From an optimization exercise on the open Yosys and OpenROAD flow, aimed at small area, a short achievable clock period and few clock cycles per item; shortcuts taken in it are not production practice. Function was checked by simulation only, so behaviour that the tests miss may differ from the original.

==> flow/design.v, too long to show whole: its modules and the start of the top module <==
// module geofence: 650 lines
module geofence ( clk,reset,X,Y,valid,is_inside);
  // ...
==> flow/run.sh <==
#!/bin/bash
# synth_recipe.tcl (not shown) runs the flow's synth.tcl, then flattens the netlist and writes it again
# the make line also repeats each setting of config.mk as NAME=value (left out here)
make -C /OpenROAD-flow-scripts/flow DESIGN_CONFIG=/design/flow/config.mk WORK_HOME=/design/flow/orfs CLKGATE_MAP_FILE= SYNTH_SCRIPT=/design/flow/synth_recipe.tcl finish
==> flow/config.mk <==
export PLATFORM = sky130hd
export DESIGN_NAME = geofence
export DESIGN_NICKNAME = geofence
export VERILOG_FILES = /design/flow/design.v
export SDC_FILE = /design/flow/constraint.sdc
export NUM_CORES = 4
export LEC_CHECK = 0
export CAP_MARGIN = 20
export CORE_MARGIN = 2
export CORE_UTILIZATION = 40
export SLEW_MARGIN = 20
==> flow/constraint.sdc <==
create_clock -name core_clock -period 11.0 [get_ports {clk}]
set_input_delay 2.2000 -clock core_clock [delete_from_list [all_inputs] [get_ports {clk}]]
set_output_delay 2.2000 -clock core_clock [all_outputs]
set_load 0.01 [all_outputs]
==> impl_results.md, run 1 <==
- Count of different cell masters after synthesis: 68
- CP startpoint: wmy[9]
- Number of enable flip-flop cells after synthesis: 69
- Worst clock skew on the final layout: 0.0138 ns
- Max clock buf depth: 2
- Top fanout value on the critical path: 25
- Taps Inserted: 532
- Wire length on met1: 17800 µm
- CTS clk-pin slew, worst paths: 0.07 ns
- Fill cell count: 3948
- Post-layout instance count excluding filler cells: 2260
- Synth Cell Area: 0.0165 mm²
- Layout clock buffer count: 11
- Top delay family on crit path: adder cells
- Post-DP Area: 0.0172 mm²
- Antenna violations before repair: 0
- Gpl congestion: 0.880
- Highest cell delay on the worst timing path: 0.98 ns
- CP Depth: 21
- Number of hold violations in the final report: 0
- Status: timing/DRC/antenna clean
- Sequential fraction of total cell area: 15.4%
- Ratio of cells with drive above 1 in the final layout: 3.41%
Testbench counts, summed over its fixed seeds: cycles 20,369, items 2,400.
==> inputs of run 2 (changes only) <==
--- a/flow/design.v
+++ b/flow/design.v
@@ -6,65 +6,27 @@
     output reg valid;
     output reg is_inside;
     reg [3:0] cnt;           
     reg [9:0] ox, oy;        
     reg wsx, wsy, rsx, rsy, lsx, lsy;
     reg [9:0] wmx, wmy, rmx, rmy, lmx, lmy;
     reg wzx, wzy, rzx, rzy, lzx, lzy;
     reg full;
-    wire wmx_b0_one, wmx_b0_two, wmx_b0_neg, wmx_b0_pos, wmx_b1_one, wmx_b1_two, wmx_b1_neg, wmx_b1_pos, wmx_b2_one, wmx_b2_two, wmx_b2_neg, wmx_b2_pos, wmx_b3_one, wmx_b3_two, wmx_b3_neg, wmx_b3_pos, wmx_b4_one, wmx_b4_two, wmx_b4_neg, wmx_b4_pos, wmx_b5_one, wmx_b5_two, wmx_b5_neg, wmx_b5_pos, wmy_b0_one, wmy_b0_two, wmy_b0_neg, wmy_b0_pos, wmy_b1_one, wmy_b1_two, wmy_b1_neg, wmy_b1_pos, wmy_b2_one, wmy_b2_two, wmy_b2_neg, wmy_b2_pos, wmy_b3_one, wmy_b3_two, wmy_b3_neg, wmy_b3_pos, wmy_b4_one, wmy_b4_two, wmy_b4_neg, wmy_b4_pos, wmy_b5_one, wmy_b5_two, wmy_b5_neg, wmy_b5_pos, drs_1, drc_2, drs_3, drc_4, drs_5, drc_6, drs_7, drc_8, drs_9, drc_10, drs_11, drc_12, drs_13, drc_14, drs_15, drc_16, drs_17, drc_18, drs_19, drc_20, drs_21, drc_22, drs_23, drc_24, drs_25, drc_26, drs_27, drc_28, drs_29, drc_30, drs_31, drc_32, drs_33, drc_34, drs_35, drc_36, drs_37, drc_38, drs_39, drc_40, drs_41, drc_42, drs_43, drc_44, drs_45, drc_46, drs_47, drc_48, drs_49, drc_50, drs_51, drc_52, drs_53, drc_54, drs_55, drc_56, drs_57, drc_58, drs_59, drc_60, drs_61, drc_62, drs_63, drc_64, drs_65, drc_66, drs_67, drc_68, drs_69, drc_70, drs_71, drc_72, drs_73, drc_74, drs_75, drc_76, drs_77, drc_78, drs_79, drc_80, drs_81, drc_82, drs_83, drc_84, drs_85, drc_86, drs_87, drc_88, drs_89, drc_90, drs_91, drc_92, drs_93, drc_94, drs_95, drc_96, drs_97, drc_98, drs_99, drc_100, drs_101, drc_102, drs_103, drc_104, drs_105, drc_106, drs_107, drc_108, drs_109, drc_110, drs_111, drc_112, drs_113, drc_114, drs_115, drc_116, drs_117, drc_118, drs_119, drc_120, drs_121, drc_122, drs_123, drc_124, drs_125, drc_126, drs_127, drc_128, drs_129, drc_130, drs_131, drc_132, drs_133, drc_134, drs_135, drc_136, drs_137, drc_138, drs_139, drc_140, drs_141, drc_142, drs_143, drc_144, drs_145, drc_146, drs_147, drc_148, drs_149, drc_150, drs_151, drc_152, drs_153, drc_154, drs_155, drc_156, drs_157, drc_158, drs_159, drc_160, drs_161, drc_162, drs_163, drc_164, drs_165, drc_166, drs_167, drc_168, drs_169, drc_170, drs_171, drc_172, drs_173, drc_174, drs_175, drc_176, drs_177, drc_178, drs_179, drc_180, drs_181, drc_182, drs_183, drc_184, drs_185, drc_186, drs_187, drc_188, drs_189, drc_190, drs_191, drc_192, drs_193, drc_194, drs_195, drc_196, drs_197, drc_198, drs_199, drc_200, drs_201, drc_202, drs_203, drc_204, drs_205, drc_206, drs_207, drc_208, drs_209, drc_210, drs_211, drc_212, drs_213, drc_214, drs_215, drc_216, drs_217, drc_218, drs_219, drc_220, drs_221, drc_222, drs_223, drc_224, drs_225, drc_226, drs_227, drc_228, drs_229, drc_230, drs_231, drc_232, drs_233, drc_234, drs_235, drc_236, drs_237, drc_238, drs_239, drc_240, drs_241, drc_242, drs_243, drc_244, drs_245, drc_246, drs_247, drc_248, drs_249, drc_250, drs_251, drc_252, drs_253, drc_254, drs_255, drc_256, drs_257, drc_258, dls_259, dlc_260, dls_261, dlc_262, dls_263, dlc_264, dls_265, dlc_266, dls_267, dlc_268, dls_269, dlc_270, dls_271, dlc_272, dls_273, dlc_274, dls_275, dlc_276, dls_277, dlc_278, dls_279, dlc_280, dls_281, dlc_282, dls_283, dlc_284, dls_285, dlc_286, dls_287, dlc_288, dls_289, dlc_290, dls_291, dlc_292, dls_293, dlc_294, dls_295, dlc_296, dls_297, dlc_298, dls_299, dlc_300, dls_301, dlc_302, dls_303, dlc_304, dls_305, dlc_306, dls_307, dlc_308, dls_309, dlc_310, dls_311, dlc_312, dls_313, dlc_314, dls_315, dlc_316, dls_317, dlc_318, dls_319, dlc_320, dls_321, dlc_322, dls_323, dlc_324, dls_325, dlc_326, dls_327, dlc_328, dls_329, dlc_330, dls_331, dlc_332, dls_333, dlc_334, dls_335, dlc_336, dls_337, dlc_338, dls_339, dlc_340, dls_341, dlc_342, dls_343, dlc_344, dls_345, dlc_346, dls_347, dlc_348, dls_349, dlc_350, dls_351, dlc_352, dls_353, dlc_354, dls_355, dlc_356, dls_357, dlc_358, dls_359, dlc_360, dls_361, dlc_362, dls_363, dlc_364, dls_365, dlc_366, dls_367, dlc_368, dls_369, dlc_370, dls_371, dlc_372, dls_373, dlc_374, dls_375, dlc_376, dls_377, dlc_378, dls_379, dlc_380, dls_381, dlc_382, dls_383, dlc_384, dls_385, dlc_386, dls_387, dlc_388, dls_389, dlc_390, dls_391, dlc_392, dls_393, dlc_394, dls_395, dlc_396, dls_397, dlc_398, dls_399, dlc_400, dls_401, dlc_402, dls_403, dlc_404, dls_405, dlc_406, dls_407, dlc_408, dls_409, dlc_410, dls_411, dlc_412, dls_413, dlc_414, dls_415, dlc_416, dls_417, dlc_418, dls_419, dlc_420, dls_421, dlc_422, dls_423, dlc_424, dls_425, dlc_426, dls_427, dlc_428, dls_429, dlc_430, dls_431, dlc_432, dls_433, dlc_434, dls_435, dlc_436, dls_437, dlc_438, dls_439, dlc_440, dls_441, dlc_442, dls_443, dlc_444, dls_445, dlc_446, dls_447, dlc_448, dls_449, dlc_450, dls_451, dlc_452, dls_453, dlc_454, dls_455, dlc_456, dls_457, dlc_458, dls_459, dlc_460, dls_461, dlc_462, dls_463, dlc_464, dls_465, dlc_466, dls_467, dlc_468, dls_469, dlc_470, dls_471, dlc_472, dls_473, dlc_474, dls_475, dlc_476, dls_477, dlc_478, dls_479, dlc_480, dls_481, dlc_482, dls_483, dlc_484, dls_485, dlc_486, dls_487, dlc_488, dls_489, dlc_490, dls_491, dlc_492, dls_493, dlc_494, dls_495, dlc_496, dls_497, dlc_498, dls_499, dlc_500, dls_501, dlc_502, dls_503, dlc_504, dls_505, dlc_506, dls_507, dlc_508, dls_509, dlc_510, dls_511, dlc_512, dls_513, dlc_514, dls_515, dlc_516;
-    assign wmx_b0_one = wmx[0] ^ 1'b0;
-    assign wmx_b0_two = (wmx[1] & ~wmx[0] & ~1'b0) | (~wmx[1] & wmx[0] & 1'b0);
-    assign wmx_b0_neg = wmx[1] & ~(wmx[0] & 1'b0);
-    assign wmx_b0_pos = ~wmx[1] & (wmx[0] | 1'b0);
-    assign wmx_b1_one = wmx[2] ^ wmx[1];
-    assign wmx_b1_two = (wmx[3] & ~wmx[2] & ~wmx[1]) | (~wmx[3] & wmx[2] & wmx[1]);
-    assign wmx_b1_neg = wmx[3] & ~(wmx[2] & wmx[1]);
-    assign wmx_b1_pos = ~wmx[3] & (wmx[2] | wmx[1]);
-    assign wmx_b2_one = wmx[4] ^ wmx[3];
-    assign wmx_b2_two = (wmx[5] & ~wmx[4] & ~wmx[3]) | (~wmx[5] & wmx[4] & wmx[3]);
-    assign wmx_b2_neg = wmx[5] & ~(wmx[4] & wmx[3]);
-    assign wmx_b2_pos = ~wmx[5] & (wmx[4] | wmx[3]);
-    assign wmx_b3_one = wmx[6] ^ wmx[5];
-    assign wmx_b3_two = (wmx[7] & ~wmx[6] & ~wmx[5]) | (~wmx[7] & wmx[6] & wmx[5]);
-    assign wmx_b3_neg = wmx[7] & ~(wmx[6] & wmx[5]);
-    assign wmx_b3_pos = ~wmx[7] & (wmx[6] | wmx[5]);
-    assign wmx_b4_one = wmx[8] ^ wmx[7];
-    assign wmx_b4_two = (wmx[9] & ~wmx[8] & ~wmx[7]) | (~wmx[9] & wmx[8] & wmx[7]);
-    assign wmx_b4_neg = wmx[9] & ~(wmx[8] & wmx[7]);
-    assign wmx_b4_pos = ~wmx[9] & (wmx[8] | wmx[7]);
-    assign wmx_b5_one = 1'b0 ^ wmx[9];
-    assign wmx_b5_two = (1'b0 & ~1'b0 & ~wmx[9]) | (~1'b0 & 1'b0 & wmx[9]);
-    assign wmx_b5_neg = 1'b0 & ~(1'b0 & wmx[9]);
-    assign wmx_b5_pos = ~1'b0 & (1'b0 | wmx[9]);
-    assign wmy_b0_one = wmy[0] ^ 1'b0;
-    assign wmy_b0_two = (wmy[1] & ~wmy[0] & ~1'b0) | (~wmy[1] & wmy[0] & 1'b0);
-    assign wmy_b0_neg = wmy[1] & ~(wmy[0] & 1'b0);
-    assign wmy_b0_pos = ~wmy[1] & (wmy[0] | 1'b0);
-    assign wmy_b1_one = wmy[2] ^ wmy[1];
-    assign wmy_b1_two = (wmy[3] & ~wmy[2] & ~wmy[1]) | (~wmy[3] & wmy[2] & wmy[1]);
-    assign wmy_b1_neg = wmy[3] & ~(wmy[2] & wmy[1]);
-    assign wmy_b1_pos = ~wmy[3] & (wmy[2] | wmy[1]);
-    assign wmy_b2_one = wmy[4] ^ wmy[3];
-    assign wmy_b2_two = (wmy[5] & ~wmy[4] & ~wmy[3]) | (~wmy[5] & wmy[4] & wmy[3]);
-    assign wmy_b2_neg = wmy[5] & ~(wmy[4] & wmy[3]);
-    assign wmy_b2_pos = ~wmy[5] & (wmy[4] | wmy[3]);
-    assign wmy_b3_one = wmy[6] ^ wmy[5];
-    assign wmy_b3_two = (wmy[7] & ~wmy[6] & ~wmy[5]) | (~wmy[7] & wmy[6] & wmy[5]);
-    assign wmy_b3_neg = wmy[7] & ~(wmy[6] & wmy[5]);
-    assign wmy_b3_pos = ~wmy[7] & (wmy[6] | wmy[5]);
-    assign wmy_b4_one = wmy[8] ^ wmy[7];
-    assign wmy_b4_two = (wmy[9] & ~wmy[8] & ~wmy[7]) | (~wmy[9] & wmy[8] & wmy[7]);
-    assign wmy_b4_neg = wmy[9] & ~(wmy[8] & wmy[7]);
-    assign wmy_b4_pos = ~wmy[9] & (wmy[8] | wmy[7]);
-    assign wmy_b5_one = 1'b0 ^ wmy[9];
-    assign wmy_b5_two = (1'b0 & ~1'b0 & ~wmy[9]) | (~1'b0 & 1'b0 & wmy[9]);
-    assign wmy_b5_neg = 1'b0 & ~(1'b0 & wmy[9]);
-    assign wmy_b5_pos = ~1'b0 & (1'b0 | wmy[9]);
+    wire signed [10:0] dx = $signed({1'b0, X}) - $signed({1'b0, ox});
+    wire signed [10:0] dy = $signed({1'b0, Y}) - $signed({1'b0, oy});
+    wire [9:0] ax = dx[10] ? -dx[9:0] : dx[9:0];
+    wire [9:0] ay = dy[10] ? -dy[9:0] : dy[9:0];
+    wire wmx_b5_one, wmx_b5_two, wmx_b5_pos, wmy_b5_one, wmy_b5_two, wmy_b5_neg, drs_1, drc_2, drs_3, drc_4, drs_5, drc_6, drs_7, drc_8, drs_9, drc_10, drs_11, drc_12, drs_13, drc_14, drs_15, drc_16, drs_17, drc_18, drs_19, drc_20, drs_21, drc_22, drs_23, drc_24, drs_25, drc_26, drs_27, drc_28, drs_29, drc_30, drs_31, drc_32, drs_33, drc_34, drs_35, drc_36, drs_37, drc_38, drs_39, drc_40, drs_41, drc_42, drs_43, drc_44, drs_45, drc_46, drs_47, drc_48, drs_49, drc_50, drs_51, drc_52, drs_53, drc_54, drs_55, drc_56, drs_57, drc_58, drs_59, drc_60, drs_61, drc_62, drs_63, drc_64, drs_65, drc_66, drs_67, drc_68, drs_69, drc_70, drs_71, drc_72, drs_73, drc_74, drs_75, drc_76, drs_77, drc_78, drs_79, drc_80, drs_81, drc_82, drs_83, drc_84, drs_85, drc_86, drs_87, drc_88, drs_89, drc_90, drs_91, drc_92, drs_93, drc_94, drs_95, drc_96, drs_97, drc_98, drs_99, drc_100, drs_101, drc_102, drs_103, drc_104, drs_105, drc_106, drs_107, drc_108, drs_109, drc_110, drs_111, drc_112, drs_113, drc_114, drs_115, drc_116, drs_117, drc_118, drs_119, drc_120, drs_121, drc_122, drs_123, drc_124, drs_125, drc_126, drs_127, drc_128, drs_129, drc_130, drs_131, drc_132, drs_133, drc_134, drs_135, drc_136, drs_137, drc_138, drs_139, drc_140, drs_141, drc_142, drs_143, drc_144, drs_145, drc_146, drs_147, drc_148, drs_149, drc_150, drs_151, drc_152, drs_153, drc_154, drs_155, drc_156, drs_157, drc_158, drs_159, drc_160, drs_161, drc_162, drs_163, drc_164, drs_165, drc_166, drs_167, drc_168, drs_169, drc_170, drs_171, drc_172, drs_173, drc_174, drs_175, drc_176, drs_177, drc_178, drs_179, drc_180, drs_181, drc_182, drs_183, drc_184, drs_185, drc_186, drs_187, drc_188, drs_189, drc_190, drs_191, drc_192, drs_193, drc_194, drs_195, drc_196, drs_197, drc_198, drs_199, drc_200, drs_201, drc_202, drs_203, drc_204, drs_205, drc_206, drs_207, drc_208, drs_209, drc_210, drs_211, drc_212, drs_213, drc_214, drs_215, drc_216, drs_217, drc_218, drs_219, drc_220, drs_221, drc_222, drs_223, drc_224, drs_225, drc_226, drs_227, drc_228, drs_229, drc_230, drs_231, drc_232, drs_233, drc_234, drs_235, drc_236, drs_237, drc_238, drs_239, drc_240, drs_241, drc_242, drs_243, drc_244, drs_245, drc_246, drs_247, drc_248, drs_249, drc_250, drs_251, drc_252, drs_253, drc_254, drs_255, drc_256, drs_257, drc_258, dls_259, dlc_260, dls_261, dlc_262, dls_263, dlc_264, dls_265, dlc_266, dls_267, dlc_268, dls_269, dlc_270, dls_271, dlc_272, dls_273, dlc_274, dls_275, dlc_276, dls_277, dlc_278, dls_279, dlc_280, dls_281, dlc_282, dls_283, dlc_284, dls_285, dlc_286, dls_287, dlc_288, dls_289, dlc_290, dls_291, dlc_292, dls_293, dlc_294, dls_295, dlc_296, dls_297, dlc_298, dls_299, dlc_300, dls_301, dlc_302, dls_303, dlc_304, dls_305, dlc_306, dls_307, dlc_308, dls_309, dlc_310, dls_311, dlc_312, dls_313, dlc_314, dls_315, dlc_316, dls_317, dlc_318, dls_319, dlc_320, dls_321, dlc_322, dls_323, dlc_324, dls_325, dlc_326, dls_327, dlc_328, dls_329, dlc_330, dls_331, dlc_332, dls_333, dlc_334, dls_335, dlc_336, dls_337, dlc_338, dls_339, dlc_340, dls_341, dlc_342, dls_343, dlc_344, dls_345, dlc_346, dls_347, dlc_348, dls_349, dlc_350, dls_351, dlc_352, dls_353, dlc_354, dls_355, dlc_356, dls_357, dlc_358, dls_359, dlc_360, dls_361, dlc_362, dls_363, dlc_364, dls_365, dlc_366, dls_367, dlc_368, dls_369, dlc_370, dls_371, dlc_372, dls_373, dlc_374, dls_375, dlc_376, dls_377, dlc_378, dls_379, dlc_380, dls_381, dlc_382, dls_383, dlc_384, dls_385, dlc_386, dls_387, dlc_388, dls_389, dlc_390, dls_391, dlc_392, dls_393, dlc_394, dls_395, dlc_396, dls_397, dlc_398, dls_399, dlc_400, dls_401, dlc_402, dls_403, dlc_404, dls_405, dlc_406, dls_407, dlc_408, dls_409, dlc_410, dls_411, dlc_412, dls_413, dlc_414, dls_415, dlc_416, dls_417, dlc_418, dls_419, dlc_420, dls_421, dlc_422, dls_423, dlc_424, dls_425, dlc_426, dls_427, dlc_428, dls_429, dlc_430, dls_431, dlc_432, dls_433, dlc_434, dls_435, dlc_436, dls_437, dlc_438, dls_439, dlc_440, dls_441, dlc_442, dls_443, dlc_444, dls_445, dlc_446, dls_447, dlc_448, dls_449, dlc_450, dls_451, dlc_452, dls_453, dlc_454, dls_455, dlc_456, dls_457, dlc_458, dls_459, dlc_460, dls_461, dlc_462, dls_463, dlc_464, dls_465, dlc_466, dls_467, dlc_468, dls_469, dlc_470, dls_471, dlc_472, dls_473, dlc_474, dls_475, dlc_476, dls_477, dlc_478, dls_479, dlc_480, dls_481, dlc_482, dls_483, dlc_484, dls_485, dlc_486, dls_487, dlc_488, dls_489, dlc_490, dls_491, dlc_492, dls_493, dlc_494, dls_495, dlc_496, dls_497, dlc_498, dls_499, dlc_500, dls_501, dlc_502, dls_503, dlc_504, dls_505, dlc_506, dls_507, dlc_508, dls_509, dlc_510, dls_511, dlc_512, dls_513, dlc_514, dls_515, dlc_516;
+    assign wmx_b5_one = wmx[9];
+    assign wmx_b5_two = 1'b0;
+    assign wmx_b5_pos = wmx[9];
+    assign wmy_b5_one = wmy[9];
+    assign wmy_b5_two = 1'b0;
+    assign wmy_b5_neg = 1'b0;
     assign drs_1 = (((wmy_b0_one & rmx[6]) | (wmy_b0_two & rmx[5])) ^ wmy_b0_neg) ^ (((wmy_b1_one & rmx[4]) | (wmy_b1_two & rmx[3])) ^ wmy_b1_neg);
     assign drc_2 = (((wmy_b0_one & rmx[6]) | (wmy_b0_two & rmx[5])) ^ wmy_b0_neg) & (((wmy_b1_one & rmx[4]) | (wmy_b1_two & rmx[3])) ^ wmy_b1_neg);
     assign drs_3 = (((wmy_b0_one & rmx[8]) | (wmy_b0_two & rmx[7])) ^ wmy_b0_neg) ^ (((wmy_b1_one & rmx[6]) | (wmy_b1_two & rmx[5])) ^ wmy_b1_neg) ^ (((wmy_b2_one & rmx[4]) | (wmy_b2_two & rmx[3])) ^ wmy_b2_neg);
     assign drc_4 = ((((wmy_b0_one & rmx[8]) | (wmy_b0_two & rmx[7])) ^ wmy_b0_neg) & (((wmy_b1_one & rmx[6]) | (wmy_b1_two & rmx[5])) ^ wmy_b1_neg)) | ((((wmy_b2_one & rmx[4]) | (wmy_b2_two & rmx[3])) ^ wmy_b2_neg) & ((((wmy_b0_one & rmx[8]) | (wmy_b0_two & rmx[7])) ^ wmy_b0_neg) ^ (((wmy_b1_one & rmx[6]) | (wmy_b1_two & rmx[5])) ^ wmy_b1_neg)));
     assign drs_5 = (((wmy_b3_one & rmx[2]) | (wmy_b3_two & rmx[1])) ^ wmy_b3_neg) ^ (((wmy_b4_one & rmx[0])) ^ wmy_b4_neg);
     assign drc_6 = (((wmy_b3_one & rmx[2]) | (wmy_b3_two & rmx[1])) ^ wmy_b3_neg) & (((wmy_b4_one & rmx[0])) ^ wmy_b4_neg);
     assign drs_7 = (((wmy_b0_one & rmx[9]) | (wmy_b0_two & rmx[8])) ^ wmy_b0_neg) ^ (((wmy_b1_one & rmx[7]) | (wmy_b1_two & rmx[6])) ^ wmy_b1_neg) ^ (((wmy_b2_one & rmx[5]) | (wmy_b2_two & rmx[4])) ^ wmy_b2_neg);
     assign drc_8 = ((((wmy_b0_one & rmx[9]) | (wmy_b0_two & rmx[8])) ^ wmy_b0_neg) & (((wmy_b1_one & rmx[7]) | (wmy_b1_two & rmx[6])) ^ wmy_b1_neg)) | ((((wmy_b2_one & rmx[5]) | (wmy_b2_two & rmx[4])) ^ wmy_b2_neg) & ((((wmy_b0_one & rmx[9]) | (wmy_b0_two & rmx[8])) ^ wmy_b0_neg) ^ (((wmy_b1_one & rmx[7]) | (wmy_b1_two & rmx[6])) ^ wmy_b1_neg)));
@@ -581,16 +543,49 @@
     assign dlc_514 = (dlc_470 & dls_471) | (dls_433 & (dlc_470 ^ dls_471));
     assign dls_515 = dlc_472 ^ dls_473 ^ (((wmx_b5_two & lmy[9])) ^ wmx_b5_pos);
     assign dlc_516 = (dlc_472 & dls_473) | ((((wmx_b5_two & lmy[9])) ^ wmx_b5_pos) & (dlc_472 ^ dls_473));
     wire [20:0] dl_a = {dlc_514, dlc_512, dlc_510, dlc_508, dlc_506, dlc_504, dlc_502, dlc_500, dlc_498, dlc_496, dlc_494, dlc_492, dlc_490, dlc_488, dlc_486, dlc_484, dlc_482, dlc_480, dlc_478, dlc_476, dls_475};
     wire [20:0] dl_b = {dls_515, dls_513, dls_511, dls_509, dls_507, dls_505, dls_503, dls_501, dls_499, dls_497, dls_495, dls_493, dls_491, dls_489, dls_487, dls_485, dls_483, dls_481, dls_479, dls_477, wmx_b0_pos};
     wire [20:0] dl_t = {1'b0, dl_a[19:0]} + {1'b0, dl_b[19:0]};
     wire dl_neg = dl_a[20] ^ dl_b[20] ^ dl_t[20];
     wire dl_zero = ~|(dl_a ^ dl_b ^ {dl_a[19:0] | dl_b[19:0], 1'b0});
+    reg wmx_b0_one, wmx_b0_two, wmx_b0_pos, wmx_b1_one, wmx_b1_two, wmx_b1_pos, wmx_b2_one, wmx_b2_two, wmx_b2_pos, wmx_b3_one, wmx_b3_two, wmx_b3_pos, wmx_b4_one, wmx_b4_two, wmx_b4_pos, wmy_b0_one, wmy_b0_two, wmy_b0_neg, wmy_b1_one, wmy_b1_two, wmy_b1_neg, wmy_b2_one, wmy_b2_two, wmy_b2_neg, wmy_b3_one, wmy_b3_two, wmy_b3_neg, wmy_b4_one, wmy_b4_two, wmy_b4_neg;
+    always @(posedge clk) begin
+        wmx_b0_one <= ax[0] ^ 1'b0;
+        wmx_b0_two <= (ax[1] & ~ax[0] & ~1'b0) | (~ax[1] & ax[0] & 1'b0);
+        wmx_b0_pos <= ~ax[1] & (ax[0] | 1'b0);
+        wmx_b1_one <= ax[2] ^ ax[1];
+        wmx_b1_two <= (ax[3] & ~ax[2] & ~ax[1]) | (~ax[3] & ax[2] & ax[1]);
+        wmx_b1_pos <= ~ax[3] & (ax[2] | ax[1]);
+        wmx_b2_one <= ax[4] ^ ax[3];
+        wmx_b2_two <= (ax[5] & ~ax[4] & ~ax[3]) | (~ax[5] & ax[4] & ax[3]);
+        wmx_b2_pos <= ~ax[5] & (ax[4] | ax[3]);
+        wmx_b3_one <= ax[6] ^ ax[5];
+        wmx_b3_two <= (ax[7] & ~ax[6] & ~ax[5]) | (~ax[7] & ax[6] & ax[5]);
+        wmx_b3_pos <= ~ax[7] & (ax[6] | ax[5]);
+        wmx_b4_one <= ax[8] ^ ax[7];
+        wmx_b4_two <= (ax[9] & ~ax[8] & ~ax[7]) | (~ax[9] & ax[8] & ax[7]);
+        wmx_b4_pos <= ~ax[9] & (ax[8] | ax[7]);
+        wmy_b0_one <= ay[0] ^ 1'b0;
+        wmy_b0_two <= (ay[1] & ~ay[0] & ~1'b0) | (~ay[1] & ay[0] & 1'b0);
+        wmy_b0_neg <= ay[1] & ~(ay[0] & 1'b0);
+        wmy_b1_one <= ay[2] ^ ay[1];
+        wmy_b1_two <= (ay[3] & ~ay[2] & ~ay[1]) | (~ay[3] & ay[2] & ay[1]);
+        wmy_b1_neg <= ay[3] & ~(ay[2] & ay[1]);
+        wmy_b2_one <= ay[4] ^ ay[3];
+        wmy_b2_two <= (ay[5] & ~ay[4] & ~ay[3]) | (~ay[5] & ay[4] & ay[3]);
+        wmy_b2_neg <= ay[5] & ~(ay[4] & ay[3]);
+        wmy_b3_one <= ay[6] ^ ay[5];
+        wmy_b3_two <= (ay[7] & ~ay[6] & ~ay[5]) | (~ay[7] & ay[6] & ay[5]);
+        wmy_b3_neg <= ay[7] & ~(ay[6] & ay[5]);
+        wmy_b4_one <= ay[8] ^ ay[7];
+        wmy_b4_two <= (ay[9] & ~ay[8] & ~ay[7]) | (~ay[9] & ay[8] & ay[7]);
+        wmy_b4_neg <= ay[9] & ~(ay[8] & ay[7]);
+    end
     function [2:0] cross_sign;   
         input asx, asy, azx, azy, bsx, bsy, bzx, bzy, dneg, dzero;
         reg s1, s2, z;
         begin
             s1 = asx ^ bsy;
             s2 = asy ^ bsx;
             z = (azx | bzy) & (azy | bzx);
             if (s1 == s2)
@@ -608,20 +603,16 @@
     wire first = (cnt == 4'd2);
     wire step = (cnt >= 4'd3) && (cnt <= 4'd7);
     wire set_l = cl_pos && cr_pos;
     wire set_r = cr_neg && cl_neg;
     wire to_full = w_zero
                  || (cl_pos && !cr_pos)
                  || (cr_neg && !cl_neg)
                  || (cr_zero && cl_zero && w_opp);
-    wire signed [10:0] dx = $signed({1'b0, X}) - $signed({1'b0, ox});
-    wire signed [10:0] dy = $signed({1'b0, Y}) - $signed({1'b0, oy});
-    wire [9:0] ax = dx[10] ? -dx[9:0] : dx[9:0];
-    wire [9:0] ay = dy[10] ? -dy[9:0] : dy[9:0];
     always @(posedge clk or posedge reset) begin
         if (reset) begin
             cnt <= 4'd0;
             valid <= 1'b0;
         end else begin
             cnt <= valid ? 4'd0 : cnt + 4'd1;
             valid <= !valid && ((cnt == 4'd7) || ((cnt == 4'd5 || cnt == 4'd6) && (full || to_full)));
         end
==> flow/config.mk (replaced) <==
export PLATFORM = sky130hd
export DESIGN_NAME = geofence
export DESIGN_NICKNAME = geofence
export VERILOG_FILES = /design/flow/design.v
export SDC_FILE = /design/flow/constraint.sdc
export NUM_CORES = 4
export LEC_CHECK = 0
export CAP_MARGIN = 20
export CORE_MARGIN = 2
export CORE_UTILIZATION = 40
export SETUP_SLACK_MARGIN = 4.5
export SLEW_MARGIN = 20
==> run 2 against run 1 <==
Compared with the run above:
- cell count up 3.1%
- register-to-register slack better by 2.3 ns
- count of clock-buffer cells in the layout up 10
- critical path depth up 3
- largest cell class unchanged
- highest routed layer unchanged
==> impl_results.md, run 2 <==
- Ports placed on the boundary: 24 (unchanged)
- Post-layout instance area: 0.0193 mm² (was 0.0175 mm²)
- Residual overflow from global routing: 0 (unchanged)
- Number of hold violations in the final report: 0 (unchanged)
- Detailed Place HPWL: 32800 µm (was 33300 µm)
- Critical path data required time: 11.13 ns (was 11.05 ns)
- Most common cell after layout, fill and taps aside: sky130_fd_sc_hd__inv_1 (unchanged)
- Synthesized area divided by synthesized cell count: 9.61 µm² (was 9.31 µm²)
- Cell total after placement: 2229 (was 2242)
- Commonest cells in the netlist: sky130_fd_sc_hd__inv_1, sky130_fd_sc_hd__xnor2_1, sky130_fd_sc_hd__fa_1 (was sky130_fd_sc_hd__inv_1, sky130_fd_sc_hd__fa_1, sky130_fd_sc_hd__xnor2_1)
- Fill cell count: 3929 (was 3948)
- Combined flip-flop and latch cell area: 0.00332 mm² (was 0.00270 mm²)
- Startpoint of the most critical hold path: wmy[7] (was cnt[0])
- Count of different cell masters after synthesis: 69 (was 68)
- First-pass DRT Iterations: 6 (unchanged)
- Class of the tightest hold or removal check: reg -> reg (unchanged)
- Remaining antenna violation count after routing: 0 (unchanged)
- Synth top area cells: sky130_fd_sc_hd__fa_1, sky130_fd_sc_hd__xnor2_1, sky130_fd_sc_hd__edfxtp_1 (was sky130_fd_sc_hd__fa_1, sky130_fd_sc_hd__edfxtp_1, sky130_fd_sc_hd__ha_1)
- Synth Cell Area: 0.0170 mm² (was 0.0165 mm²)
- Final-report max-slew violation count: 0 (unchanged)
- Number of cells produced by synthesis: 1765 (was 1775)
- Normalized max-slew margin: 40.5% (was 24.2%)
- Async set or reset register ratio after synthesis: 3.97% (was 5.05%)
- Area Overhead vs Synth: 14.0% (was 5.87%)
- Ratio of cells with drive above 1 in the final layout: 14.2% (was 3.41%)
- CTS clk-pin slew, worst paths: 0.05 ns (was 0.07 ns)
- Drc violations: 0 (unchanged)
- Total nets after synthesis: 2144 (was 2154)
- Endpoint arrival time on the critical path: 6.47 ns (was 8.67 ns)
- Post-DP Area: 0.0175 mm² (was 0.0172 mm²)
- Total Nets Final: 2158 (was 2102)
- Clk Tree Root Cell: sky130_fd_sc_hd__clkbuf_16 (unchanged)
- Initial cell density of the core: 40.5% (about the same)
- Global-route wire length before repair: 70900 µm (was 71100 µm)
- Total routing resource utilization after global routing: 20.8% (was 21.0%)
- Die height: 210 µm (was 207 µm)
- Post-layout instance count excluding filler cells: 2329 (was 2260)
- Number of warning messages in the yosys log: 1 (unchanged)
- Status: timing/DRC/antenna clean (unchanged)
- Share of the synthesized area in the top cell type: 24.6% (was 25.2%)
- Critical Path Source Type: flop (unchanged)
- Part of the Yosys area used for sequential elements: 19.1% (was 16.3%)
- Period Utilization, post-route: 57.7% (was 78.4%)
- Category of the critical setup timing path: reg -> reg (unchanged)
- Total die area: 0.0441 mm² (was 0.0429 mm²)
- Antenna violations before repair: 0 (unchanged)
- Max clock buf depth: 2 (unchanged)
- Top fanout value on the critical path: 7 (was 25)
- Prevailing post-synth register cell: sky130_fd_sc_hd__edfxtp_1 (unchanged)
- Clock tree from TritonCTS: built (unchanged)
- Sort of element at the end of the critical path: flop (unchanged)
- Max H-tree Level: 4 (was 3)
- Worst-margin pin slew: 0.885 ns (was 1.13 ns)
- Gpl congestion: 0.841 (was 0.880)
- Time the worst path needs with I/O delays and setup: 6.34 ns (was 8.62 ns)
- Initial DRC Count: 1198 (was 995)
- Highest attainable clock frequency: 0.158 GHz (was 0.116 GHz)
- Via-per-instance ratio: 5.46 (was 5.44)
- Worst setup slack for register-to-register paths: 4.66 ns (was 2.38 ns)
- RSZ-0062 raised after global routing: yes (was no)
- Final-layout setup total negative slack: 0 ns (unchanged)
- Row count: 75 (was 74)
- Maximum number of pins on one net before global-route repair: 25 (was 39)
- Worst-case reg-to-reg path depth: 24 (was 21)
- Number of global-route vias before repair: 13000 (was 13100)
- Most common cell in the netlist: sky130_fd_sc_hd__inv_1 (unchanged)
- Final antenna diode count: 0 (unchanged)
- Die Width: 210 µm (was 207 µm)
- Detail-routed net length per standard cell: 19.8 µm (was 19.4 µm)
- Final WL: 46200 µm (was 43700 µm)
- Combined area of the multi-input logic cells: 0.0125 mm² (was 0.0121 mm²)
- Destination of the worst hold path: lmy[7] (was cnt[0])
- Number of enable flip-flop cells after synthesis: 69 (unchanged)
- Worst-Skew Late Latency: 0.42 ns (was 0.35 ns)
- Core Region: 0.0419 mm² (was 0.0408 mm²)
- Max-capacitance violation count: 0 (unchanged)
- Via count: 12700 (was 12300)
- Number of CTS-inserted buffers: 17 (was 9)
- Worst Hold Path Cells: 0 (was 1)
- Critical R2R Capture: lmy[6] (was lmy[1])
- IO buf count: 23 (unchanged)
- Number of storage elements in the synthesis netlist: 126 (was 99)
- Highest-count cells in the layout ignoring fill and taps: sky130_fd_sc_hd__inv_1, sky130_fd_sc_hd__xnor2_1, sky130_fd_sc_hd__fa_1 (was sky130_fd_sc_hd__inv_1, sky130_fd_sc_hd__fa_1, sky130_fd_sc_hd__xnor2_1)
- Setup violation total in the final timing report: 0 (unchanged)
- Library cell with the largest summed area after synthesis: sky130_fd_sc_hd__fa_1 (unchanged)
- Worst clock skew on the final layout: 0.0142 ns (was 0.0138 ns)
- TritonCTS sink count: 126 (was 99)
- Origin of the critical flop-to-flop path: rmx[8] (was wmy[9])
run 2: metal layers:
layer | track usage (%) | wire length [µm] | up-vias
met5 | 0 | 0 | -
met4 | 6.38 | 1150 | 0
met3 | 2.50 | 3510 | 65
met2 | 35.0 | 22300 | 516
met1 | 28.2 | 19200 | 6400
li1 | - | - | 5725
run 2: cell type report:
| cell class | count | area share [%] |
|---|---|---|
| Tap cell | 539 | 3.49 |
| Inverter | 344 | 6.78 |
| Timing Repair Buffer | 101 | 4.79 |
| Sequential cell | 126 | 17.1 |
| Clock inverter | 9 | 0.440 |
| Clock buffer | 21 | 2.49 |
| Multi-Input combinational cell | 1189 | 64.9 |
run 2: cells by family after synthesis:
| logic type | synth area share [%] |
|---|---|
| fa+ha+maj | 35.5 |
| mux | 0.767 |
| buf+inv | 10.0 |
| simple gates | 6.22 |
| xor+xnor | 15.7 |
| flops | 19.1 |
| compound gates | 12.6 |
run 2: stage by stage:
| stage | hold WS [ns] | worst slack [ns] | utilization, % |
|---|---|---|---|
| final | 0.419 | 4.66 | 46.2 |
| after global routing | 0.440 | 4.45 | 46.2 |
| after CTS | 0.420 | 4.51 | 44.1 |
| after detailed placement | 0.414 | 3.12 | 41.9 |
| after global placement | 0.409 | 3.24 | 41.9 |
| after floorplan | 0.404 | 4.50 | - |
run 2: how the worst max path moves through the flow:
stage / startpoint / to / depth (start not counted)
global route: rmx[8] / lmy[6] / 24
global placement: wmx_b1_pos / lmy[2] / 20
floorplan: wmy[1] / lmx[0] / 22
CTS: lmx[6] / rmx[0] / 22
finish: rmx[8] / lmy[6] / 24
detailed placement: wmx_b1_pos / lmy[2] / 19
run 2: worst max-delay path: stages (launching register included):
cell,delay [ns]
sky130_fd_sc_hd__edfxtp_1,0.41
sky130_fd_sc_hd__buf_4,0.16
sky130_fd_sc_hd__buf_4,0.17
sky130_fd_sc_hd__a22oi_2,0.25
sky130_fd_sc_hd__xnor2_2,0.15
sky130_fd_sc_hd__fa_1,0.47
sky130_fd_sc_hd__fa_2,0.40
sky130_fd_sc_hd__inv_2,0.06
sky130_fd_sc_hd__fa_1,0.42
sky130_fd_sc_hd__fa_1,0.49
sky130_fd_sc_hd__inv_1,0.05
sky130_fd_sc_hd__fa_1,0.53
sky130_fd_sc_hd__inv_1,0.09
sky130_fd_sc_hd__ha_4,0.29
sky130_fd_sc_hd__nand4_1,0.15
sky130_fd_sc_hd__nor4_1,0.29
sky130_fd_sc_hd__a222oi_1,0.10
sky130_fd_sc_hd__buf_4,0.19
sky130_fd_sc_hd__nand2_4,0.07
sky130_fd_sc_hd__xor2_4,0.07
sky130_fd_sc_hd__or3_1,0.37
sky130_fd_sc_hd__o211a_1,0.13
sky130_fd_sc_hd__nand4bb_4,0.21
sky130_fd_sc_hd__a21oi_4,0.29
sky130_fd_sc_hd__clkbuf_16,0.22
run 2: what timing repair did:
item	CTS	global route
setup endpoints to repair	51	49
gates resized for setup	37	135
buffers inserted	29	37
gates cloned	1	3
hold buffers	0	0
pin swaps	4	44
Testbench counts of run 2, summed over its fixed seeds: cycles 20,369, items 2,400.

[afterwards: timing with drivers on the ports]
Ports are ideal in the flow. The routed layouts listed here were re-timed in OpenROAD. Step 1, drivers: a clkbuf_16 drives clk and a buf_2 each remaining input, both assumed. Step 2 moves the port delays by t, midway between the first and last clock arrival at a register: inputs arrive t later, outputs are due t later. That takes back most of the time a late clock gives input paths. Three values: ideal ports, drivers, drivers and shift; two values: the first two.
| run | t (ns) | setup WS [ns] | worst data-port slew with drivers (ns) | pins driven straight from the clock port |
|---|---|---|---|---|
| run 1 | 0.384 | 2.381 / 2.381 / 2.381 | 0.04 | 1 |
| run 2 | 0.453 | 4.657 / 4.657 / 4.657 | 0.03 | 1 |
After both steps setup and hold are still met in every run listed.
